Context: an optimization exercise on an open-source flow, tuned for small area and a short achievable clock period. The choices shown serve that exercise and are no tape-out recipe.
No run shown here included a check of the RTL's function; only the layout flow was run.
No activity file was given, so power comes from the tool's default toggle rates.

==> flow/design.v, too long to show whole: its modules and the start of the top module <==
// module DCIM: 1633 lines
module DCIM (
    input clk,
    input rst_n,
    input in_valid,
    input [127:0] in_data1,
    input [127:0] in_data2,
    input [127:0] in_data3,
    input [127:0] in_data4,
    output reg out_valid,
    output reg [12:0] O1,
    output reg [12:0] O2,
    output reg [12:0] O3,
    output reg [12:0] O4
);
  // ...
==> flow/flow/run.sh <==
#!/bin/bash
# Standard ORFS layout with two changes:
#  - SYNTH_ARGS=-noabc: skip the abc -fast inside Yosys's generic synth, so the
#    full adders written in the RTL reach extract_fa in their plain polarity
#    (no inverters around every full adder); the final liberty abc still runs.
#  - port buffers use buf_1.
set -euo pipefail
bash standard.sh SYNTH_ARGS=-noabc "BUFFER_PORTS_ARGS=-buffer_cell sky130_fd_sc_hd__buf_1" finish > flow_make.log 2>&1
==> flow/standard.sh <==
#!/bin/bash
# synth_recipe.tcl (not shown) runs the flow's synth.tcl, then flattens the netlist and writes it again
# the make line also repeats each setting of config.mk as NAME=value (left out here)
make -C /OpenROAD-flow-scripts/flow DESIGN_CONFIG=/design/flow/config.mk WORK_HOME=/design/flow/orfs CLKGATE_MAP_FILE= SYNTH_SCRIPT=/design/flow/synth_recipe.tcl "${@:-finish}"
==> flow/config.mk <==
export PLATFORM = sky130hd
export DESIGN_NAME = DCIM
export DESIGN_NICKNAME = DCIM
export VERILOG_FILES = /design/flow/design.v
export SDC_FILE = /design/flow/constraint.sdc
export NUM_CORES = 4
export LEC_CHECK = 0
export CAP_MARGIN = 20
export CORE_MARGIN = 2
export CORE_UTILIZATION = 40
export SLEW_MARGIN = 20
==> flow/constraint.sdc <==
create_clock -name core_clock -period 2.4 [get_ports {clk}]
set_input_delay 0.4800 -clock core_clock [delete_from_list [all_inputs] [get_ports {clk}]]
set_output_delay 0.4800 -clock core_clock [all_outputs]
set_load 0.01 [all_outputs]
==> summary.md, run 1 <==
| Metric | Value |
|---|---|
| Buffer share of cell area | `slightly below 7%` |
| Post-DRT Antenna Nets | `0` |
| Die Y | `roughly 260 µm` |
| Top-area cell type share of the netlist area | `37.0%` |
| Seq/total area | `42.6%` |
| Most frequent cell on the critical path | `fa_1` |
| Largest net degree at the start of global routing | `82` |
| Clock power frac | `25.2%` |
| Switching share of power | `30.1%` |
| Fin crit share | `94.9%` |
| Max Clk Rate | `439 MHz` |
| Ranking of synthesized cells by area | `fa_1 (37%), dfxtp_1 (35%), edfxtp_1 (11%)` |
| Max-slew headroom | `64.5%` |
| Internal | `roughly 29 mW` |
| Clk buf depth | `3` |
| Chip width | `264 µm` |
| Reg power frac | `44.9%` |
| Initial Util | `40.3%` |
| Ys async rst share | `9.98%` |
| CP Cell Sequence | `ha_1 -> fa_1 -> a211oi_2 -> o21bai_1 -> a21o_1 -> fa_1 -> xor2_1` |
| Layout clock buffers | `91` |
| Instance area after placement | `0.0304 mm²` |
| Crit path max-delay cell type | `fa_1` |
| CP endpoint kind | `register` |
| CP Depth | `7` |
| First-pass GRT wire length | `77.9 mm` |
| Synth unique cells | `31` |
| Drt wl/cell | `14.9 µm` |
| Worst Tran Pin Value | `0.533 ns` |
| Clock skew | `0.0304 ns` |
| Post-Synth XOR/XNOR Area | `1.58%` |
| Drt initial violations | `461` |
| M1 WL | `18.8 mm` |
| Post-synthesis adder-cell area fraction | `40.9%` |
| Layout area overhead | `20.7%` |
| Outcome | `finished clean` |
| Combinational share of power | `29.9%` |
| Top_reg_cell synth | `dfxtp_1` |
| Final non-filler cell total | `3,093` |
| Worst Setup EP | `P3[9]` |
| Register bit total from synthesis | `631` |
==> run 2: changes to the inputs <==
--- a/flow/design.v
+++ b/flow/design.v
@@ -27,20 +27,20 @@
         if (v[5]) cnt <= cnt + 2'd1;
         if (v[5]) keep1 <= ~(&cnt);
         if (v[5]) keep2 <= ~(&cnt);
         if (v[5]) keep3 <= ~(&cnt);
         if (v[5]) keep4 <= ~(&cnt);
         l5 <= v[5] & (&cnt);
         l6 <= l5;
         out_valid <= l6;
-        O1 <= l6 ? P1 : 13'd0;
-        O2 <= l6 ? P2 : 13'd0;
-        O3 <= l6 ? P3 : 13'd0;
-        O4 <= l6 ? P4 : 13'd0;
+        O1 <= l6 ? Q1 : 13'd0;
+        O2 <= l6 ? Q2 : 13'd0;
+        O3 <= l6 ? Q3 : 13'd0;
+        O4 <= l6 ? Q4 : 13'd0;
     end
 end
 wire c1_s1 = in_data1[0] ^ in_data1[4] ^ in_data1[8];
 wire c1_c1 = (in_data1[0] & in_data1[4]) | (in_data1[8] & (in_data1[0] ^ in_data1[4]));
 wire c1_s2 = in_data1[12] ^ in_data1[16] ^ in_data1[20];
 wire c1_c2 = (in_data1[12] & in_data1[16]) | (in_data1[20] & (in_data1[12] ^ in_data1[16]));
 wire c1_s3 = in_data1[24] ^ in_data1[28] ^ in_data1[32];
 wire c1_c3 = (in_data1[24] & in_data1[28]) | (in_data1[32] & (in_data1[24] ^ in_data1[28]));
@@ -359,88 +359,87 @@
 wire R1_w_g3 = as1[3] & ac1[3];
 wire R1_w_p3 = as1[3] ^ ac1[3];
 wire R1_w_g4 = as1[4] & ac1[4];
 wire R1_w_p4 = as1[4] ^ ac1[4];
 wire R1_w_g5 = as1[5] & ac1[5];
 wire R1_w_p5 = as1[5] ^ ac1[5];
 wire R1_w_g6 = as1[6] & ac1[6];
 wire R1_w_p6 = as1[6] ^ ac1[6];
-wire R1_w_g7 = as1[7] & ac1[7];
-wire R1_w_p7 = as1[7] ^ ac1[7];
-wire R1_w_g8 = as1[8] & ac1[8];
-wire R1_w_p8 = as1[8] ^ ac1[8];
-wire R1_w_g9 = as1[9] & ac1[9];
-wire R1_w_p9 = as1[9] ^ ac1[9];
-wire R1_w_g10 = as1[10] & ac1[10];
-wire R1_w_p10 = as1[10] ^ ac1[10];
-wire R1_w_g11 = as1[11] & ac1[11];
-wire R1_w_p11 = as1[11] ^ ac1[11];
-wire R1_w_g12 = as1[12] & ac1[12];
-wire R1_w_p12 = as1[12] ^ ac1[12];
 wire R1_w_G0_1 = R1_w_g1 | (R1_w_p1 & R1_w_g0);
 wire R1_w_P0_1 = R1_w_p1 & R1_w_p0;
 wire R1_w_G0_3 = R1_w_g3 | (R1_w_p3 & R1_w_g2);
 wire R1_w_P0_3 = R1_w_p3 & R1_w_p2;
 wire R1_w_G0_5 = R1_w_g5 | (R1_w_p5 & R1_w_g4);
 wire R1_w_P0_5 = R1_w_p5 & R1_w_p4;
-wire R1_w_G0_7 = R1_w_g7 | (R1_w_p7 & R1_w_g6);
-wire R1_w_P0_7 = R1_w_p7 & R1_w_p6;
-wire R1_w_G0_9 = R1_w_g9 | (R1_w_p9 & R1_w_g8);
-wire R1_w_P0_9 = R1_w_p9 & R1_w_p8;
-wire R1_w_G0_11 = R1_w_g11 | (R1_w_p11 & R1_w_g10);
-wire R1_w_P0_11 = R1_w_p11 & R1_w_p10;
 wire R1_w_G1_2 = R1_w_g2 | (R1_w_p2 & R1_w_G0_1);
 wire R1_w_P1_2 = R1_w_p2 & R1_w_P0_1;
 wire R1_w_G1_3 = R1_w_G0_3 | (R1_w_P0_3 & R1_w_G0_1);
 wire R1_w_P1_3 = R1_w_P0_3 & R1_w_P0_1;
 wire R1_w_G1_6 = R1_w_g6 | (R1_w_p6 & R1_w_G0_5);
 wire R1_w_P1_6 = R1_w_p6 & R1_w_P0_5;
-wire R1_w_G1_7 = R1_w_G0_7 | (R1_w_P0_7 & R1_w_G0_5);
-wire R1_w_P1_7 = R1_w_P0_7 & R1_w_P0_5;
-wire R1_w_G1_10 = R1_w_g10 | (R1_w_p10 & R1_w_G0_9);
-wire R1_w_P1_10 = R1_w_p10 & R1_w_P0_9;
-wire R1_w_G1_11 = R1_w_G0_11 | (R1_w_P0_11 & R1_w_G0_9);
-wire R1_w_P1_11 = R1_w_P0_11 & R1_w_P0_9;
 wire R1_w_G2_4 = R1_w_g4 | (R1_w_p4 & R1_w_G1_3);
 wire R1_w_P2_4 = R1_w_p4 & R1_w_P1_3;
 wire R1_w_G2_5 = R1_w_G0_5 | (R1_w_P0_5 & R1_w_G1_3);
 wire R1_w_P2_5 = R1_w_P0_5 & R1_w_P1_3;
 wire R1_w_G2_6 = R1_w_G1_6 | (R1_w_P1_6 & R1_w_G1_3);
 wire R1_w_P2_6 = R1_w_P1_6 & R1_w_P1_3;
-wire R1_w_G2_7 = R1_w_G1_7 | (R1_w_P1_7 & R1_w_G1_3);
-wire R1_w_P2_7 = R1_w_P1_7 & R1_w_P1_3;
-wire R1_w_G2_12 = R1_w_g12 | (R1_w_p12 & R1_w_G1_11);
-wire R1_w_P2_12 = R1_w_p12 & R1_w_P1_11;
-wire R1_w_G3_8 = R1_w_g8 | (R1_w_p8 & R1_w_G2_7);
-wire R1_w_P3_8 = R1_w_p8 & R1_w_P2_7;
-wire R1_w_G3_9 = R1_w_G0_9 | (R1_w_P0_9 & R1_w_G2_7);
-wire R1_w_P3_9 = R1_w_P0_9 & R1_w_P2_7;
-wire R1_w_G3_10 = R1_w_G1_10 | (R1_w_P1_10 & R1_w_G2_7);
-wire R1_w_P3_10 = R1_w_P1_10 & R1_w_P2_7;
-wire R1_w_G3_11 = R1_w_G1_11 | (R1_w_P1_11 & R1_w_G2_7);
-wire R1_w_P3_11 = R1_w_P1_11 & R1_w_P2_7;
-wire R1_w_G3_12 = R1_w_G2_12 | (R1_w_P2_12 & R1_w_G2_7);
-wire R1_w_P3_12 = R1_w_P2_12 & R1_w_P2_7;
-wire [12:0] R1_w;
+wire [7:0] R1_w;
 assign R1_w[0] = R1_w_p0;
 assign R1_w[1] = R1_w_p1 ^ R1_w_g0;
 assign R1_w[2] = R1_w_p2 ^ R1_w_G0_1;
 assign R1_w[3] = R1_w_p3 ^ R1_w_G1_2;
 assign R1_w[4] = R1_w_p4 ^ R1_w_G1_3;
 assign R1_w[5] = R1_w_p5 ^ R1_w_G2_4;
 assign R1_w[6] = R1_w_p6 ^ R1_w_G2_5;
-assign R1_w[7] = R1_w_p7 ^ R1_w_G2_6;
-assign R1_w[8] = R1_w_p8 ^ R1_w_G2_7;
-assign R1_w[9] = R1_w_p9 ^ R1_w_G3_8;
-assign R1_w[10] = R1_w_p10 ^ R1_w_G3_9;
-assign R1_w[11] = R1_w_p11 ^ R1_w_G3_10;
-assign R1_w[12] = R1_w_p12 ^ R1_w_G3_11;
-reg [12:0] P1;
-always @(posedge clk) P1 <= R1_w;
+assign R1_w[7] = 1'b0 ^ R1_w_G2_6;
+reg [7:0] P1;
+reg [5:0] Ps1, Pc1;
+always @(posedge clk) begin P1 <= R1_w; Ps1 <= as1[12:7]; Pc1 <= ac1[12:7]; end
+wire H1_w_g0 = P1[7] & P1[7];
+wire H1_w_p0 = P1[7] ^ P1[7];
+wire H1_w_g1 = Ps1[0] & Pc1[0];
+wire H1_w_p1 = Ps1[0] ^ Pc1[0];
+wire H1_w_g2 = Ps1[1] & Pc1[1];
+wire H1_w_p2 = Ps1[1] ^ Pc1[1];
+wire H1_w_g3 = Ps1[2] & Pc1[2];
+wire H1_w_p3 = Ps1[2] ^ Pc1[2];
+wire H1_w_g4 = Ps1[3] & Pc1[3];
+wire H1_w_p4 = Ps1[3] ^ Pc1[3];
+wire H1_w_g5 = Ps1[4] & Pc1[4];
+wire H1_w_p5 = Ps1[4] ^ Pc1[4];
+wire H1_w_g6 = Ps1[5] & Pc1[5];
+wire H1_w_p6 = Ps1[5] ^ Pc1[5];
+wire H1_w_G0_1 = H1_w_g1 | (H1_w_p1 & H1_w_g0);
+wire H1_w_P0_1 = H1_w_p1 & H1_w_p0;
+wire H1_w_G0_3 = H1_w_g3 | (H1_w_p3 & H1_w_g2);
+wire H1_w_P0_3 = H1_w_p3 & H1_w_p2;
+wire H1_w_G0_5 = H1_w_g5 | (H1_w_p5 & H1_w_g4);
+wire H1_w_P0_5 = H1_w_p5 & H1_w_p4;
+wire H1_w_G1_2 = H1_w_g2 | (H1_w_p2 & H1_w_G0_1);
+wire H1_w_P1_2 = H1_w_p2 & H1_w_P0_1;
+wire H1_w_G1_3 = H1_w_G0_3 | (H1_w_P0_3 & H1_w_G0_1);
+wire H1_w_P1_3 = H1_w_P0_3 & H1_w_P0_1;
+wire H1_w_G1_6 = H1_w_g6 | (H1_w_p6 & H1_w_G0_5);
+wire H1_w_P1_6 = H1_w_p6 & H1_w_P0_5;
+wire H1_w_G2_4 = H1_w_g4 | (H1_w_p4 & H1_w_G1_3);
+wire H1_w_P2_4 = H1_w_p4 & H1_w_P1_3;
+wire H1_w_G2_5 = H1_w_G0_5 | (H1_w_P0_5 & H1_w_G1_3);
+wire H1_w_P2_5 = H1_w_P0_5 & H1_w_P1_3;
+wire H1_w_G2_6 = H1_w_G1_6 | (H1_w_P1_6 & H1_w_G1_3);
+wire H1_w_P2_6 = H1_w_P1_6 & H1_w_P1_3;
+wire [6:0] H1_w;
+assign H1_w[0] = H1_w_p0;
+assign H1_w[1] = H1_w_p1 ^ H1_w_g0;
+assign H1_w[2] = H1_w_p2 ^ H1_w_G0_1;
+assign H1_w[3] = H1_w_p3 ^ H1_w_G1_2;
+assign H1_w[4] = H1_w_p4 ^ H1_w_G1_3;
+assign H1_w[5] = H1_w_p5 ^ H1_w_G2_4;
+assign H1_w[6] = H1_w_p6 ^ H1_w_G2_5;
+wire [12:0] Q1 = {H1_w[6:1], P1[6:0]};
 wire c2_s1 = in_data2[0] ^ in_data2[4] ^ in_data2[8];
 wire c2_c1 = (in_data2[0] & in_data2[4]) | (in_data2[8] & (in_data2[0] ^ in_data2[4]));
 wire c2_s2 = in_data2[12] ^ in_data2[16] ^ in_data2[20];
 wire c2_c2 = (in_data2[12] & in_data2[16]) | (in_data2[20] & (in_data2[12] ^ in_data2[16]));
 wire c2_s3 = in_data2[24] ^ in_data2[28] ^ in_data2[32];
 wire c2_c3 = (in_data2[24] & in_data2[28]) | (in_data2[32] & (in_data2[24] ^ in_data2[28]));
 wire c2_s4 = in_data2[36] ^ in_data2[40] ^ in_data2[44];
 wire c2_c4 = (in_data2[36] & in_data2[40]) | (in_data2[44] & (in_data2[36] ^ in_data2[40]));
@@ -757,88 +756,87 @@
 wire R2_w_g3 = as2[3] & ac2[3];
 wire R2_w_p3 = as2[3] ^ ac2[3];
 wire R2_w_g4 = as2[4] & ac2[4];
 wire R2_w_p4 = as2[4] ^ ac2[4];
 wire R2_w_g5 = as2[5] & ac2[5];
 wire R2_w_p5 = as2[5] ^ ac2[5];
 wire R2_w_g6 = as2[6] & ac2[6];
 wire R2_w_p6 = as2[6] ^ ac2[6];
-wire R2_w_g7 = as2[7] & ac2[7];
-wire R2_w_p7 = as2[7] ^ ac2[7];
-wire R2_w_g8 = as2[8] & ac2[8];
-wire R2_w_p8 = as2[8] ^ ac2[8];
-wire R2_w_g9 = as2[9] & ac2[9];
-wire R2_w_p9 = as2[9] ^ ac2[9];
-wire R2_w_g10 = as2[10] & ac2[10];
-wire R2_w_p10 = as2[10] ^ ac2[10];
-wire R2_w_g11 = as2[11] & ac2[11];
-wire R2_w_p11 = as2[11] ^ ac2[11];
-wire R2_w_g12 = as2[12] & ac2[12];
-wire R2_w_p12 = as2[12] ^ ac2[12];
 wire R2_w_G0_1 = R2_w_g1 | (R2_w_p1 & R2_w_g0);
 wire R2_w_P0_1 = R2_w_p1 & R2_w_p0;
 wire R2_w_G0_3 = R2_w_g3 | (R2_w_p3 & R2_w_g2);
 wire R2_w_P0_3 = R2_w_p3 & R2_w_p2;
 wire R2_w_G0_5 = R2_w_g5 | (R2_w_p5 & R2_w_g4);
 wire R2_w_P0_5 = R2_w_p5 & R2_w_p4;
-wire R2_w_G0_7 = R2_w_g7 | (R2_w_p7 & R2_w_g6);
-wire R2_w_P0_7 = R2_w_p7 & R2_w_p6;
-wire R2_w_G0_9 = R2_w_g9 | (R2_w_p9 & R2_w_g8);
-wire R2_w_P0_9 = R2_w_p9 & R2_w_p8;
-wire R2_w_G0_11 = R2_w_g11 | (R2_w_p11 & R2_w_g10);
-wire R2_w_P0_11 = R2_w_p11 & R2_w_p10;
 wire R2_w_G1_2 = R2_w_g2 | (R2_w_p2 & R2_w_G0_1);
 wire R2_w_P1_2 = R2_w_p2 & R2_w_P0_1;
 wire R2_w_G1_3 = R2_w_G0_3 | (R2_w_P0_3 & R2_w_G0_1);
 wire R2_w_P1_3 = R2_w_P0_3 & R2_w_P0_1;
 wire R2_w_G1_6 = R2_w_g6 | (R2_w_p6 & R2_w_G0_5);
 wire R2_w_P1_6 = R2_w_p6 & R2_w_P0_5;
-wire R2_w_G1_7 = R2_w_G0_7 | (R2_w_P0_7 & R2_w_G0_5);
-wire R2_w_P1_7 = R2_w_P0_7 & R2_w_P0_5;
-wire R2_w_G1_10 = R2_w_g10 | (R2_w_p10 & R2_w_G0_9);
-wire R2_w_P1_10 = R2_w_p10 & R2_w_P0_9;
-wire R2_w_G1_11 = R2_w_G0_11 | (R2_w_P0_11 & R2_w_G0_9);
-wire R2_w_P1_11 = R2_w_P0_11 & R2_w_P0_9;
 wire R2_w_G2_4 = R2_w_g4 | (R2_w_p4 & R2_w_G1_3);
 wire R2_w_P2_4 = R2_w_p4 & R2_w_P1_3;
 wire R2_w_G2_5 = R2_w_G0_5 | (R2_w_P0_5 & R2_w_G1_3);
 wire R2_w_P2_5 = R2_w_P0_5 & R2_w_P1_3;
 wire R2_w_G2_6 = R2_w_G1_6 | (R2_w_P1_6 & R2_w_G1_3);
 wire R2_w_P2_6 = R2_w_P1_6 & R2_w_P1_3;
-wire R2_w_G2_7 = R2_w_G1_7 | (R2_w_P1_7 & R2_w_G1_3);
-wire R2_w_P2_7 = R2_w_P1_7 & R2_w_P1_3;
-wire R2_w_G2_12 = R2_w_g12 | (R2_w_p12 & R2_w_G1_11);
-wire R2_w_P2_12 = R2_w_p12 & R2_w_P1_11;
-wire R2_w_G3_8 = R2_w_g8 | (R2_w_p8 & R2_w_G2_7);
-wire R2_w_P3_8 = R2_w_p8 & R2_w_P2_7;
-wire R2_w_G3_9 = R2_w_G0_9 | (R2_w_P0_9 & R2_w_G2_7);
-wire R2_w_P3_9 = R2_w_P0_9 & R2_w_P2_7;
-wire R2_w_G3_10 = R2_w_G1_10 | (R2_w_P1_10 & R2_w_G2_7);
-wire R2_w_P3_10 = R2_w_P1_10 & R2_w_P2_7;
-wire R2_w_G3_11 = R2_w_G1_11 | (R2_w_P1_11 & R2_w_G2_7);
-wire R2_w_P3_11 = R2_w_P1_11 & R2_w_P2_7;
-wire R2_w_G3_12 = R2_w_G2_12 | (R2_w_P2_12 & R2_w_G2_7);
-wire R2_w_P3_12 = R2_w_P2_12 & R2_w_P2_7;
-wire [12:0] R2_w;
+wire [7:0] R2_w;
 assign R2_w[0] = R2_w_p0;
 assign R2_w[1] = R2_w_p1 ^ R2_w_g0;
 assign R2_w[2] = R2_w_p2 ^ R2_w_G0_1;
 assign R2_w[3] = R2_w_p3 ^ R2_w_G1_2;
 assign R2_w[4] = R2_w_p4 ^ R2_w_G1_3;
 assign R2_w[5] = R2_w_p5 ^ R2_w_G2_4;
 assign R2_w[6] = R2_w_p6 ^ R2_w_G2_5;
-assign R2_w[7] = R2_w_p7 ^ R2_w_G2_6;
-assign R2_w[8] = R2_w_p8 ^ R2_w_G2_7;
-assign R2_w[9] = R2_w_p9 ^ R2_w_G3_8;
-assign R2_w[10] = R2_w_p10 ^ R2_w_G3_9;
-assign R2_w[11] = R2_w_p11 ^ R2_w_G3_10;
-assign R2_w[12] = R2_w_p12 ^ R2_w_G3_11;
-reg [12:0] P2;
-always @(posedge clk) P2 <= R2_w;
+assign R2_w[7] = 1'b0 ^ R2_w_G2_6;
+reg [7:0] P2;
+reg [5:0] Ps2, Pc2;
+always @(posedge clk) begin P2 <= R2_w; Ps2 <= as2[12:7]; Pc2 <= ac2[12:7]; end
+wire H2_w_g0 = P2[7] & P2[7];
+wire H2_w_p0 = P2[7] ^ P2[7];
+wire H2_w_g1 = Ps2[0] & Pc2[0];
+wire H2_w_p1 = Ps2[0] ^ Pc2[0];
+wire H2_w_g2 = Ps2[1] & Pc2[1];
+wire H2_w_p2 = Ps2[1] ^ Pc2[1];
+wire H2_w_g3 = Ps2[2] & Pc2[2];
+wire H2_w_p3 = Ps2[2] ^ Pc2[2];
+wire H2_w_g4 = Ps2[3] & Pc2[3];
+wire H2_w_p4 = Ps2[3] ^ Pc2[3];
+wire H2_w_g5 = Ps2[4] & Pc2[4];
+wire H2_w_p5 = Ps2[4] ^ Pc2[4];
+wire H2_w_g6 = Ps2[5] & Pc2[5];
+wire H2_w_p6 = Ps2[5] ^ Pc2[5];
+wire H2_w_G0_1 = H2_w_g1 | (H2_w_p1 & H2_w_g0);
+wire H2_w_P0_1 = H2_w_p1 & H2_w_p0;
+wire H2_w_G0_3 = H2_w_g3 | (H2_w_p3 & H2_w_g2);
+wire H2_w_P0_3 = H2_w_p3 & H2_w_p2;
+wire H2_w_G0_5 = H2_w_g5 | (H2_w_p5 & H2_w_g4);
+wire H2_w_P0_5 = H2_w_p5 & H2_w_p4;
+wire H2_w_G1_2 = H2_w_g2 | (H2_w_p2 & H2_w_G0_1);
+wire H2_w_P1_2 = H2_w_p2 & H2_w_P0_1;
+wire H2_w_G1_3 = H2_w_G0_3 | (H2_w_P0_3 & H2_w_G0_1);
+wire H2_w_P1_3 = H2_w_P0_3 & H2_w_P0_1;
+wire H2_w_G1_6 = H2_w_g6 | (H2_w_p6 & H2_w_G0_5);
+wire H2_w_P1_6 = H2_w_p6 & H2_w_P0_5;
+wire H2_w_G2_4 = H2_w_g4 | (H2_w_p4 & H2_w_G1_3);
+wire H2_w_P2_4 = H2_w_p4 & H2_w_P1_3;
+wire H2_w_G2_5 = H2_w_G0_5 | (H2_w_P0_5 & H2_w_G1_3);
+wire H2_w_P2_5 = H2_w_P0_5 & H2_w_P1_3;
+wire H2_w_G2_6 = H2_w_G1_6 | (H2_w_P1_6 & H2_w_G1_3);
+wire H2_w_P2_6 = H2_w_P1_6 & H2_w_P1_3;
+wire [6:0] H2_w;
+assign H2_w[0] = H2_w_p0;
+assign H2_w[1] = H2_w_p1 ^ H2_w_g0;
+assign H2_w[2] = H2_w_p2 ^ H2_w_G0_1;
+assign H2_w[3] = H2_w_p3 ^ H2_w_G1_2;
+assign H2_w[4] = H2_w_p4 ^ H2_w_G1_3;
+assign H2_w[5] = H2_w_p5 ^ H2_w_G2_4;
+assign H2_w[6] = H2_w_p6 ^ H2_w_G2_5;
+wire [12:0] Q2 = {H2_w[6:1], P2[6:0]};
 wire c3_s1 = in_data3[0] ^ in_data3[4] ^ in_data3[8];
 wire c3_c1 = (in_data3[0] & in_data3[4]) | (in_data3[8] & (in_data3[0] ^ in_data3[4]));
 wire c3_s2 = in_data3[12] ^ in_data3[16] ^ in_data3[20];
 wire c3_c2 = (in_data3[12] & in_data3[16]) | (in_data3[20] & (in_data3[12] ^ in_data3[16]));
 wire c3_s3 = in_data3[24] ^ in_data3[28] ^ in_data3[32];
 wire c3_c3 = (in_data3[24] & in_data3[28]) | (in_data3[32] & (in_data3[24] ^ in_data3[28]));
 wire c3_s4 = in_data3[36] ^ in_data3[40] ^ in_data3[44];
 wire c3_c4 = (in_data3[36] & in_data3[40]) | (in_data3[44] & (in_data3[36] ^ in_data3[40]));
@@ -1155,88 +1153,87 @@
 wire R3_w_g3 = as3[3] & ac3[3];
 wire R3_w_p3 = as3[3] ^ ac3[3];
 wire R3_w_g4 = as3[4] & ac3[4];
 wire R3_w_p4 = as3[4] ^ ac3[4];
 wire R3_w_g5 = as3[5] & ac3[5];
 wire R3_w_p5 = as3[5] ^ ac3[5];
 wire R3_w_g6 = as3[6] & ac3[6];
 wire R3_w_p6 = as3[6] ^ ac3[6];
-wire R3_w_g7 = as3[7] & ac3[7];
-wire R3_w_p7 = as3[7] ^ ac3[7];
-wire R3_w_g8 = as3[8] & ac3[8];
-wire R3_w_p8 = as3[8] ^ ac3[8];
-wire R3_w_g9 = as3[9] & ac3[9];
-wire R3_w_p9 = as3[9] ^ ac3[9];
-wire R3_w_g10 = as3[10] & ac3[10];
-wire R3_w_p10 = as3[10] ^ ac3[10];
-wire R3_w_g11 = as3[11] & ac3[11];
-wire R3_w_p11 = as3[11] ^ ac3[11];
-wire R3_w_g12 = as3[12] & ac3[12];
-wire R3_w_p12 = as3[12] ^ ac3[12];
 wire R3_w_G0_1 = R3_w_g1 | (R3_w_p1 & R3_w_g0);
 wire R3_w_P0_1 = R3_w_p1 & R3_w_p0;
 wire R3_w_G0_3 = R3_w_g3 | (R3_w_p3 & R3_w_g2);
 wire R3_w_P0_3 = R3_w_p3 & R3_w_p2;
 wire R3_w_G0_5 = R3_w_g5 | (R3_w_p5 & R3_w_g4);
 wire R3_w_P0_5 = R3_w_p5 & R3_w_p4;
-wire R3_w_G0_7 = R3_w_g7 | (R3_w_p7 & R3_w_g6);
-wire R3_w_P0_7 = R3_w_p7 & R3_w_p6;
-wire R3_w_G0_9 = R3_w_g9 | (R3_w_p9 & R3_w_g8);
-wire R3_w_P0_9 = R3_w_p9 & R3_w_p8;
-wire R3_w_G0_11 = R3_w_g11 | (R3_w_p11 & R3_w_g10);
-wire R3_w_P0_11 = R3_w_p11 & R3_w_p10;
 wire R3_w_G1_2 = R3_w_g2 | (R3_w_p2 & R3_w_G0_1);
 wire R3_w_P1_2 = R3_w_p2 & R3_w_P0_1;
 wire R3_w_G1_3 = R3_w_G0_3 | (R3_w_P0_3 & R3_w_G0_1);
 wire R3_w_P1_3 = R3_w_P0_3 & R3_w_P0_1;
 wire R3_w_G1_6 = R3_w_g6 | (R3_w_p6 & R3_w_G0_5);
 wire R3_w_P1_6 = R3_w_p6 & R3_w_P0_5;
-wire R3_w_G1_7 = R3_w_G0_7 | (R3_w_P0_7 & R3_w_G0_5);
-wire R3_w_P1_7 = R3_w_P0_7 & R3_w_P0_5;
-wire R3_w_G1_10 = R3_w_g10 | (R3_w_p10 & R3_w_G0_9);
-wire R3_w_P1_10 = R3_w_p10 & R3_w_P0_9;
-wire R3_w_G1_11 = R3_w_G0_11 | (R3_w_P0_11 & R3_w_G0_9);
-wire R3_w_P1_11 = R3_w_P0_11 & R3_w_P0_9;
 wire R3_w_G2_4 = R3_w_g4 | (R3_w_p4 & R3_w_G1_3);
 wire R3_w_P2_4 = R3_w_p4 & R3_w_P1_3;
 wire R3_w_G2_5 = R3_w_G0_5 | (R3_w_P0_5 & R3_w_G1_3);
 wire R3_w_P2_5 = R3_w_P0_5 & R3_w_P1_3;
 wire R3_w_G2_6 = R3_w_G1_6 | (R3_w_P1_6 & R3_w_G1_3);
 wire R3_w_P2_6 = R3_w_P1_6 & R3_w_P1_3;
-wire R3_w_G2_7 = R3_w_G1_7 | (R3_w_P1_7 & R3_w_G1_3);
-wire R3_w_P2_7 = R3_w_P1_7 & R3_w_P1_3;
-wire R3_w_G2_12 = R3_w_g12 | (R3_w_p12 & R3_w_G1_11);
-wire R3_w_P2_12 = R3_w_p12 & R3_w_P1_11;
-wire R3_w_G3_8 = R3_w_g8 | (R3_w_p8 & R3_w_G2_7);
-wire R3_w_P3_8 = R3_w_p8 & R3_w_P2_7;
-wire R3_w_G3_9 = R3_w_G0_9 | (R3_w_P0_9 & R3_w_G2_7);
-wire R3_w_P3_9 = R3_w_P0_9 & R3_w_P2_7;
-wire R3_w_G3_10 = R3_w_G1_10 | (R3_w_P1_10 & R3_w_G2_7);
-wire R3_w_P3_10 = R3_w_P1_10 & R3_w_P2_7;
-wire R3_w_G3_11 = R3_w_G1_11 | (R3_w_P1_11 & R3_w_G2_7);
-wire R3_w_P3_11 = R3_w_P1_11 & R3_w_P2_7;
-wire R3_w_G3_12 = R3_w_G2_12 | (R3_w_P2_12 & R3_w_G2_7);
-wire R3_w_P3_12 = R3_w_P2_12 & R3_w_P2_7;
-wire [12:0] R3_w;
+wire [7:0] R3_w;
 assign R3_w[0] = R3_w_p0;
 assign R3_w[1] = R3_w_p1 ^ R3_w_g0;
 assign R3_w[2] = R3_w_p2 ^ R3_w_G0_1;
 assign R3_w[3] = R3_w_p3 ^ R3_w_G1_2;
 assign R3_w[4] = R3_w_p4 ^ R3_w_G1_3;
 assign R3_w[5] = R3_w_p5 ^ R3_w_G2_4;
 assign R3_w[6] = R3_w_p6 ^ R3_w_G2_5;
-assign R3_w[7] = R3_w_p7 ^ R3_w_G2_6;
-assign R3_w[8] = R3_w_p8 ^ R3_w_G2_7;
-assign R3_w[9] = R3_w_p9 ^ R3_w_G3_8;
-assign R3_w[10] = R3_w_p10 ^ R3_w_G3_9;
-assign R3_w[11] = R3_w_p11 ^ R3_w_G3_10;
-assign R3_w[12] = R3_w_p12 ^ R3_w_G3_11;
-reg [12:0] P3;
-always @(posedge clk) P3 <= R3_w;
+assign R3_w[7] = 1'b0 ^ R3_w_G2_6;
+reg [7:0] P3;
+reg [5:0] Ps3, Pc3;
+always @(posedge clk) begin P3 <= R3_w; Ps3 <= as3[12:7]; Pc3 <= ac3[12:7]; end
+wire H3_w_g0 = P3[7] & P3[7];
+wire H3_w_p0 = P3[7] ^ P3[7];
+wire H3_w_g1 = Ps3[0] & Pc3[0];
+wire H3_w_p1 = Ps3[0] ^ Pc3[0];
+wire H3_w_g2 = Ps3[1] & Pc3[1];
+wire H3_w_p2 = Ps3[1] ^ Pc3[1];
+wire H3_w_g3 = Ps3[2] & Pc3[2];
+wire H3_w_p3 = Ps3[2] ^ Pc3[2];
+wire H3_w_g4 = Ps3[3] & Pc3[3];
+wire H3_w_p4 = Ps3[3] ^ Pc3[3];
+wire H3_w_g5 = Ps3[4] & Pc3[4];
+wire H3_w_p5 = Ps3[4] ^ Pc3[4];
+wire H3_w_g6 = Ps3[5] & Pc3[5];
+wire H3_w_p6 = Ps3[5] ^ Pc3[5];
+wire H3_w_G0_1 = H3_w_g1 | (H3_w_p1 & H3_w_g0);
+wire H3_w_P0_1 = H3_w_p1 & H3_w_p0;
+wire H3_w_G0_3 = H3_w_g3 | (H3_w_p3 & H3_w_g2);
+wire H3_w_P0_3 = H3_w_p3 & H3_w_p2;
+wire H3_w_G0_5 = H3_w_g5 | (H3_w_p5 & H3_w_g4);
+wire H3_w_P0_5 = H3_w_p5 & H3_w_p4;
+wire H3_w_G1_2 = H3_w_g2 | (H3_w_p2 & H3_w_G0_1);
+wire H3_w_P1_2 = H3_w_p2 & H3_w_P0_1;
+wire H3_w_G1_3 = H3_w_G0_3 | (H3_w_P0_3 & H3_w_G0_1);
+wire H3_w_P1_3 = H3_w_P0_3 & H3_w_P0_1;
+wire H3_w_G1_6 = H3_w_g6 | (H3_w_p6 & H3_w_G0_5);
+wire H3_w_P1_6 = H3_w_p6 & H3_w_P0_5;
+wire H3_w_G2_4 = H3_w_g4 | (H3_w_p4 & H3_w_G1_3);
+wire H3_w_P2_4 = H3_w_p4 & H3_w_P1_3;
+wire H3_w_G2_5 = H3_w_G0_5 | (H3_w_P0_5 & H3_w_G1_3);
+wire H3_w_P2_5 = H3_w_P0_5 & H3_w_P1_3;
+wire H3_w_G2_6 = H3_w_G1_6 | (H3_w_P1_6 & H3_w_G1_3);
+wire H3_w_P2_6 = H3_w_P1_6 & H3_w_P1_3;
+wire [6:0] H3_w;
+assign H3_w[0] = H3_w_p0;
+assign H3_w[1] = H3_w_p1 ^ H3_w_g0;
+assign H3_w[2] = H3_w_p2 ^ H3_w_G0_1;
+assign H3_w[3] = H3_w_p3 ^ H3_w_G1_2;
+assign H3_w[4] = H3_w_p4 ^ H3_w_G1_3;
+assign H3_w[5] = H3_w_p5 ^ H3_w_G2_4;
+assign H3_w[6] = H3_w_p6 ^ H3_w_G2_5;
+wire [12:0] Q3 = {H3_w[6:1], P3[6:0]};
 wire c4_s1 = in_data4[0] ^ in_data4[4] ^ in_data4[8];
 wire c4_c1 = (in_data4[0] & in_data4[4]) | (in_data4[8] & (in_data4[0] ^ in_data4[4]));
 wire c4_s2 = in_data4[12] ^ in_data4[16] ^ in_data4[20];
 wire c4_c2 = (in_data4[12] & in_data4[16]) | (in_data4[20] & (in_data4[12] ^ in_data4[16]));
 wire c4_s3 = in_data4[24] ^ in_data4[28] ^ in_data4[32];
 wire c4_c3 = (in_data4[24] & in_data4[28]) | (in_data4[32] & (in_data4[24] ^ in_data4[28]));
 wire c4_s4 = in_data4[36] ^ in_data4[40] ^ in_data4[44];
 wire c4_c4 = (in_data4[36] & in_data4[40]) | (in_data4[44] & (in_data4[36] ^ in_data4[40]));
@@ -1553,81 +1550,80 @@
 wire R4_w_g3 = as4[3] & ac4[3];
 wire R4_w_p3 = as4[3] ^ ac4[3];
 wire R4_w_g4 = as4[4] & ac4[4];
 wire R4_w_p4 = as4[4] ^ ac4[4];
 wire R4_w_g5 = as4[5] & ac4[5];
 wire R4_w_p5 = as4[5] ^ ac4[5];
 wire R4_w_g6 = as4[6] & ac4[6];
 wire R4_w_p6 = as4[6] ^ ac4[6];
-wire R4_w_g7 = as4[7] & ac4[7];
-wire R4_w_p7 = as4[7] ^ ac4[7];
-wire R4_w_g8 = as4[8] & ac4[8];
-wire R4_w_p8 = as4[8] ^ ac4[8];
-wire R4_w_g9 = as4[9] & ac4[9];
-wire R4_w_p9 = as4[9] ^ ac4[9];
-wire R4_w_g10 = as4[10] & ac4[10];
-wire R4_w_p10 = as4[10] ^ ac4[10];
-wire R4_w_g11 = as4[11] & ac4[11];
-wire R4_w_p11 = as4[11] ^ ac4[11];
-wire R4_w_g12 = as4[12] & ac4[12];
-wire R4_w_p12 = as4[12] ^ ac4[12];
 wire R4_w_G0_1 = R4_w_g1 | (R4_w_p1 & R4_w_g0);
 wire R4_w_P0_1 = R4_w_p1 & R4_w_p0;
 wire R4_w_G0_3 = R4_w_g3 | (R4_w_p3 & R4_w_g2);
 wire R4_w_P0_3 = R4_w_p3 & R4_w_p2;
 wire R4_w_G0_5 = R4_w_g5 | (R4_w_p5 & R4_w_g4);
 wire R4_w_P0_5 = R4_w_p5 & R4_w_p4;
-wire R4_w_G0_7 = R4_w_g7 | (R4_w_p7 & R4_w_g6);
-wire R4_w_P0_7 = R4_w_p7 & R4_w_p6;
-wire R4_w_G0_9 = R4_w_g9 | (R4_w_p9 & R4_w_g8);
-wire R4_w_P0_9 = R4_w_p9 & R4_w_p8;
-wire R4_w_G0_11 = R4_w_g11 | (R4_w_p11 & R4_w_g10);
-wire R4_w_P0_11 = R4_w_p11 & R4_w_p10;
 wire R4_w_G1_2 = R4_w_g2 | (R4_w_p2 & R4_w_G0_1);
 wire R4_w_P1_2 = R4_w_p2 & R4_w_P0_1;
 wire R4_w_G1_3 = R4_w_G0_3 | (R4_w_P0_3 & R4_w_G0_1);
 wire R4_w_P1_3 = R4_w_P0_3 & R4_w_P0_1;
 wire R4_w_G1_6 = R4_w_g6 | (R4_w_p6 & R4_w_G0_5);
 wire R4_w_P1_6 = R4_w_p6 & R4_w_P0_5;
-wire R4_w_G1_7 = R4_w_G0_7 | (R4_w_P0_7 & R4_w_G0_5);
-wire R4_w_P1_7 = R4_w_P0_7 & R4_w_P0_5;
-wire R4_w_G1_10 = R4_w_g10 | (R4_w_p10 & R4_w_G0_9);
-wire R4_w_P1_10 = R4_w_p10 & R4_w_P0_9;
-wire R4_w_G1_11 = R4_w_G0_11 | (R4_w_P0_11 & R4_w_G0_9);
-wire R4_w_P1_11 = R4_w_P0_11 & R4_w_P0_9;
 wire R4_w_G2_4 = R4_w_g4 | (R4_w_p4 & R4_w_G1_3);
 wire R4_w_P2_4 = R4_w_p4 & R4_w_P1_3;
 wire R4_w_G2_5 = R4_w_G0_5 | (R4_w_P0_5 & R4_w_G1_3);
 wire R4_w_P2_5 = R4_w_P0_5 & R4_w_P1_3;
 wire R4_w_G2_6 = R4_w_G1_6 | (R4_w_P1_6 & R4_w_G1_3);
 wire R4_w_P2_6 = R4_w_P1_6 & R4_w_P1_3;
-wire R4_w_G2_7 = R4_w_G1_7 | (R4_w_P1_7 & R4_w_G1_3);
-wire R4_w_P2_7 = R4_w_P1_7 & R4_w_P1_3;
-wire R4_w_G2_12 = R4_w_g12 | (R4_w_p12 & R4_w_G1_11);
-wire R4_w_P2_12 = R4_w_p12 & R4_w_P1_11;
-wire R4_w_G3_8 = R4_w_g8 | (R4_w_p8 & R4_w_G2_7);
-wire R4_w_P3_8 = R4_w_p8 & R4_w_P2_7;
-wire R4_w_G3_9 = R4_w_G0_9 | (R4_w_P0_9 & R4_w_G2_7);
-wire R4_w_P3_9 = R4_w_P0_9 & R4_w_P2_7;
-wire R4_w_G3_10 = R4_w_G1_10 | (R4_w_P1_10 & R4_w_G2_7);
-wire R4_w_P3_10 = R4_w_P1_10 & R4_w_P2_7;
-wire R4_w_G3_11 = R4_w_G1_11 | (R4_w_P1_11 & R4_w_G2_7);
-wire R4_w_P3_11 = R4_w_P1_11 & R4_w_P2_7;
-wire R4_w_G3_12 = R4_w_G2_12 | (R4_w_P2_12 & R4_w_G2_7);
-wire R4_w_P3_12 = R4_w_P2_12 & R4_w_P2_7;
-wire [12:0] R4_w;
+wire [7:0] R4_w;
 assign R4_w[0] = R4_w_p0;
 assign R4_w[1] = R4_w_p1 ^ R4_w_g0;
 assign R4_w[2] = R4_w_p2 ^ R4_w_G0_1;
 assign R4_w[3] = R4_w_p3 ^ R4_w_G1_2;
 assign R4_w[4] = R4_w_p4 ^ R4_w_G1_3;
 assign R4_w[5] = R4_w_p5 ^ R4_w_G2_4;
 assign R4_w[6] = R4_w_p6 ^ R4_w_G2_5;
-assign R4_w[7] = R4_w_p7 ^ R4_w_G2_6;
-assign R4_w[8] = R4_w_p8 ^ R4_w_G2_7;
-assign R4_w[9] = R4_w_p9 ^ R4_w_G3_8;
-assign R4_w[10] = R4_w_p10 ^ R4_w_G3_9;
-assign R4_w[11] = R4_w_p11 ^ R4_w_G3_10;
-assign R4_w[12] = R4_w_p12 ^ R4_w_G3_11;
-reg [12:0] P4;
-always @(posedge clk) P4 <= R4_w;
+assign R4_w[7] = 1'b0 ^ R4_w_G2_6;
+reg [7:0] P4;
+reg [5:0] Ps4, Pc4;
+always @(posedge clk) begin P4 <= R4_w; Ps4 <= as4[12:7]; Pc4 <= ac4[12:7]; end
+wire H4_w_g0 = P4[7] & P4[7];
+wire H4_w_p0 = P4[7] ^ P4[7];
+wire H4_w_g1 = Ps4[0] & Pc4[0];
+wire H4_w_p1 = Ps4[0] ^ Pc4[0];
+wire H4_w_g2 = Ps4[1] & Pc4[1];
+wire H4_w_p2 = Ps4[1] ^ Pc4[1];
+wire H4_w_g3 = Ps4[2] & Pc4[2];
+wire H4_w_p3 = Ps4[2] ^ Pc4[2];
+wire H4_w_g4 = Ps4[3] & Pc4[3];
+wire H4_w_p4 = Ps4[3] ^ Pc4[3];
+wire H4_w_g5 = Ps4[4] & Pc4[4];
+wire H4_w_p5 = Ps4[4] ^ Pc4[4];
+wire H4_w_g6 = Ps4[5] & Pc4[5];
+wire H4_w_p6 = Ps4[5] ^ Pc4[5];
+wire H4_w_G0_1 = H4_w_g1 | (H4_w_p1 & H4_w_g0);
+wire H4_w_P0_1 = H4_w_p1 & H4_w_p0;
+wire H4_w_G0_3 = H4_w_g3 | (H4_w_p3 & H4_w_g2);
+wire H4_w_P0_3 = H4_w_p3 & H4_w_p2;
+wire H4_w_G0_5 = H4_w_g5 | (H4_w_p5 & H4_w_g4);
+wire H4_w_P0_5 = H4_w_p5 & H4_w_p4;
+wire H4_w_G1_2 = H4_w_g2 | (H4_w_p2 & H4_w_G0_1);
+wire H4_w_P1_2 = H4_w_p2 & H4_w_P0_1;
+wire H4_w_G1_3 = H4_w_G0_3 | (H4_w_P0_3 & H4_w_G0_1);
+wire H4_w_P1_3 = H4_w_P0_3 & H4_w_P0_1;
+wire H4_w_G1_6 = H4_w_g6 | (H4_w_p6 & H4_w_G0_5);
+wire H4_w_P1_6 = H4_w_p6 & H4_w_P0_5;
+wire H4_w_G2_4 = H4_w_g4 | (H4_w_p4 & H4_w_G1_3);
+wire H4_w_P2_4 = H4_w_p4 & H4_w_P1_3;
+wire H4_w_G2_5 = H4_w_G0_5 | (H4_w_P0_5 & H4_w_G1_3);
+wire H4_w_P2_5 = H4_w_P0_5 & H4_w_P1_3;
+wire H4_w_G2_6 = H4_w_G1_6 | (H4_w_P1_6 & H4_w_G1_3);
+wire H4_w_P2_6 = H4_w_P1_6 & H4_w_P1_3;
+wire [6:0] H4_w;
+assign H4_w[0] = H4_w_p0;
+assign H4_w[1] = H4_w_p1 ^ H4_w_g0;
+assign H4_w[2] = H4_w_p2 ^ H4_w_G0_1;
+assign H4_w[3] = H4_w_p3 ^ H4_w_G1_2;
+assign H4_w[4] = H4_w_p4 ^ H4_w_G1_3;
+assign H4_w[5] = H4_w_p5 ^ H4_w_G2_4;
+assign H4_w[6] = H4_w_p6 ^ H4_w_G2_5;
+wire [12:0] Q4 = {H4_w[6:1], P4[6:0]};
 endmodule
==> run 2 against run 1 <==
Register-to-register slack better by 0.29 ns. Power is 0.85% lower. Critical endpoint is now O2[11]. Still clean. Clock skew fell by 0.0063 ns. Flip-flop and latch count increased by 28. Non-clock buffer count is 3 lower. Area after synthesis rose by 1.2%. Worst hold slack worse by 0.017 ns. Cell area up 0.52%. Sequential share of layout area is 1.5 points higher. Synthesized cell count fell by 2.0%. Combinational power fell by 7%. Critical path type unchanged.
==> summary.md, run 2 <==
| Metric | Value |
|---|---|
| Final hold violation count | `0` |
| Top_reg_cell synth | `dfxtp_1` |
| Syn Area/Cell | `approximately 18 µm²` |
| Register bit total from synthesis | `659 (+4.4%)` |
| Site Rows | `95` |
| Antenna diode count | `0` |
| Largest net degree at the start of global routing | `54 (-34%)` |
| Worst hold endpoint | `p1_r0[0]` |
| Worst-path clk slew | `0.06 ns` |
| Vias in the first global route | `15,600` |
| Largest fanout on the critical path | `2` |
| Worst Hold Class | `primary input to register` |
| Postcts setup bufs | `0` |
| Synth unique cells | `25 (-19%)` |
| Chip width | `266 µm (+0.58%)` |
| Setup crit start kind | `register` |
| Die area | `just over 0.07 mm²` |
| Final setup violation count | `0` |
| Total CTS buffers | `68` |
| Post-CTS sizing | `0` |
| Final WL | `46.8 mm` |
| Final max-slew violation count | `0` |
| Worst path required time | `2.87 ns` |
| DP Wirelength | `a little under 40 mm` |
| Worst r2r src | `Ps2[0]` |
| Top-area cell type share of the netlist area | `37.1% (+0.15 points)` |
| Layout fillers | `5,805` |
| Syn Inst Count | `1,507` |
| Post-Synthesis Cell Area | `0.0274 mm²` |
| Post-synth top area cell | `fa_1` |
| Ys async rst share | `9.56% (-0.42 points)` |
| Worst r2r dst | `O2[11]` |
| Port Buf Inserts | `around 570` |
| Number of flops mapped to enable cells by yosys | `96` |
| Leakage power | `13.1 nW` |
| Crit path time final | `1.99 ns` |
| Clock skew | `0.0241 ns (-0.00631 ns)` |
| Max-slew headroom | `47.6% (-17 points)` |
| Top cells by count, synth | `fa_1 (508), dfxtp_1 (500), and2_1 (133), edfxtp_1 (96), ha_1 (81)` |
| GRT overflow | `0` |
| Worst Tran Pin Value | `0.785 ns (+0.252 ns)` |
| PD cells | `1250 mW/mm²` |
| Multi-input logic area | `0.0128 mm²` |
| Ranking of synthesized cells by area | `fa_1 (37%), dfxtp_1 (37%), edfxtp_1 (11%)` |
| Most frequent cells in the layout | `buf_1 (566), fa_1 (508), dfxtp_1 (500)` |
| H-tree levels | `3` |
| Fin crit share | `82.9% (-12 points)` |
| GRT Overall Usage | `14.0%` |
| Maxcap violations | `0` |
| Via count | `13,100` |
| Worst hold path startpoint | `in_data1[124]` |
| CTS Root Cell | `clkbuf_16` |
| CP Class | `register to register` |
| FF/Latch Area | `0.0145 mm²` |
| Antenna violations before repair | `0` |
| Clk latency of the worst-skew pair | `0.60 ns` |
| Sinks on the clock net | `659` |
| Layout Utilization | `48.7%` |
| Max Clk Rate | `503 MHz (+15%)` |
| Remaining DRCs | `0` |
| Reg2Reg Depth | `6` |
| Post-Synthesis Net Count | `between 2,000 and 3,000` |
| Drt initial violations | `360 (-22%)` |
| Routed vias/inst | `4.29` |
| 1st-pass router iterations | `4` |
| Fin Setup TNS | `0 ns` |
| CTS Hold Bufs | `2` |
| Nets | `3,243` |
| Post-synthesis sequential area ratio | `52.8%` |
| Crit path DAT | `2.46 ns` |
| Outcome | `finished clean` |
| Most common cell in the netlist | `fa_1` |
| CP endpoint kind | `register` |
| Layout area overhead | `19.9%` |
| CTS tree | `done` |
| RePlAce Congestion | `around 0.93` |
| Initial Util | `40.6% (+0.26 points)` |
| Peak VDD IR | `0.000615 V` |
| Share of cells above drive strength 1 | `5.76%` |
| Clk buf depth | `3 (unchanged)` |
| First-pass GRT wire length | `77.8 mm (-0.20%)` |
| Total core area | `0.0675 mm²` |
| # IOs | `568` |
| Hold path depth | `2` |
| Drt wl/cell | `15.3 µm (+2.7%)` |
| Most common cell after layout, fill and taps aside | `buf_1` |
| Reg-to-reg slack, setup | `between 0.4 and 0.5 ns` |
| Yosys warnings | `1` |
| Die Y | `266 µm (+0.58%)` |
| Post-DRT Antenna Nets | `0 (unchanged)` |
| RSZ-0062 raised after global routing | `false` |
run 2: cell families after synthesis:
logic type      Yosys count  synth area share (%)
fa+ha+maj               589                  40.8
xor+xnor                 41                  1.31
compound gates           43                  1.23
flops                   659                  52.8
buf+inv                  22                 0.320
mux                       1                0.0411
simple gates            152                  3.49
run 2: worst max-delay path by stage:
stage | startpoint | slack [ns] | to | cells after the start
2_1_floorplan | in_data1[1] | 0.38 | p1_r0[18] | 3
3_3_place_gp | in_data4[1] | 0.15 | p4_r0[17] | 4
3_5_place_dp | in_data2[2] | 0.15 | p2_r0[29] | 4
4_1_cts | Ps2[0] | 0.40 | O2[11] | 6
5_1_grt | Ps2[0] | 0.33 | O2[11] | 6
6_report | Ps2[0] | 0.41 | O2[11] | 6
run 2: final cells by class:
type | instances | share of cell area (%)
clock buffers | 94 | 6.01
clock inverters | 24 | 0.651
inverters | 8 | 0.0914
multi-input cells | 826 | 39.1
flip-flops and latches | 659 | 44.0
well taps | 873 | 3.32
repair buffers | 576 | 6.78
run 2: critical path, stage by stage, from the launching register on:
cell and delay, ns:
dfxtp_1 0.31, fa_1 0.48, a21o_1 0.22, a21o_1 0.19, fa_1 0.37, xor2_1 0.15, and2_1 0.15
run 2: routing by layer:
layer	track usage [%]	wire, µm
met4	4.42	1230
met3	2.78	1860
met2	23.3	24000
met5	0	0
met1	18.5	19700
run 2: power by group:
| part | internal [mW] | switching [mW] | leakage [nW] |
|---|---|---|---|
| Sequential | 17.0 | 2.48 | 6.02 |
| Clock | 6.00 | 4.14 | 1.09 |
| Combinational | 5.71 | 5.65 | 5.98 |
run 2: stage by stage:
stage	instance area (µm²)	cells	total power [mW]	setup WS, ns	hold WS (ns)
4_1_cts	32900	3060	42.1	0.398	0.153
2_1_floorplan	27400	1507	27.0	0.382	0.184
5_1_grt	32900	3060	45.0	0.334	0.179
6_report	32900	3060	41.0	0.411	0.192
3_5_place_dp	30700	2940	31.7	0.151	0.312
3_3_place_gp	30700	2940	31.2	0.151	0.311

separate check: timing with driven ports:
In the flow no input, the clock included, has a driving cell. The finished layouts below were timed again as built, in two steps. Step 1: set_driving_cell puts a clkbuf_16 on clk and a buf_2 on each other input, an assumption about the parent block. Step 2, shift: input delay + t, output delay - t, t = (earliest + latest rising clock arrival at the registers) / 2. This alone moves slack from input paths to output paths. Three values: ideal ports, drivers, drivers and shift; two values: the first two.
run	t, ns	setup slack, ns	worst setup path after step 2	worst register clock-pin slew, ns	worst data-port slew with drivers (ns)
run 1	0.627	0.121 / 0.121 / 0.121	register to register	0.06 / 0.06	0.05
run 2	0.647	0.411 / 0.411 / 0.130	input to register	0.06 / 0.06	0.06
After both steps every run listed still meets setup and hold. For run 2, which loses most, drivers alone change the setup slack by 0.000 ns; drivers and shift together by -0.281 ns.
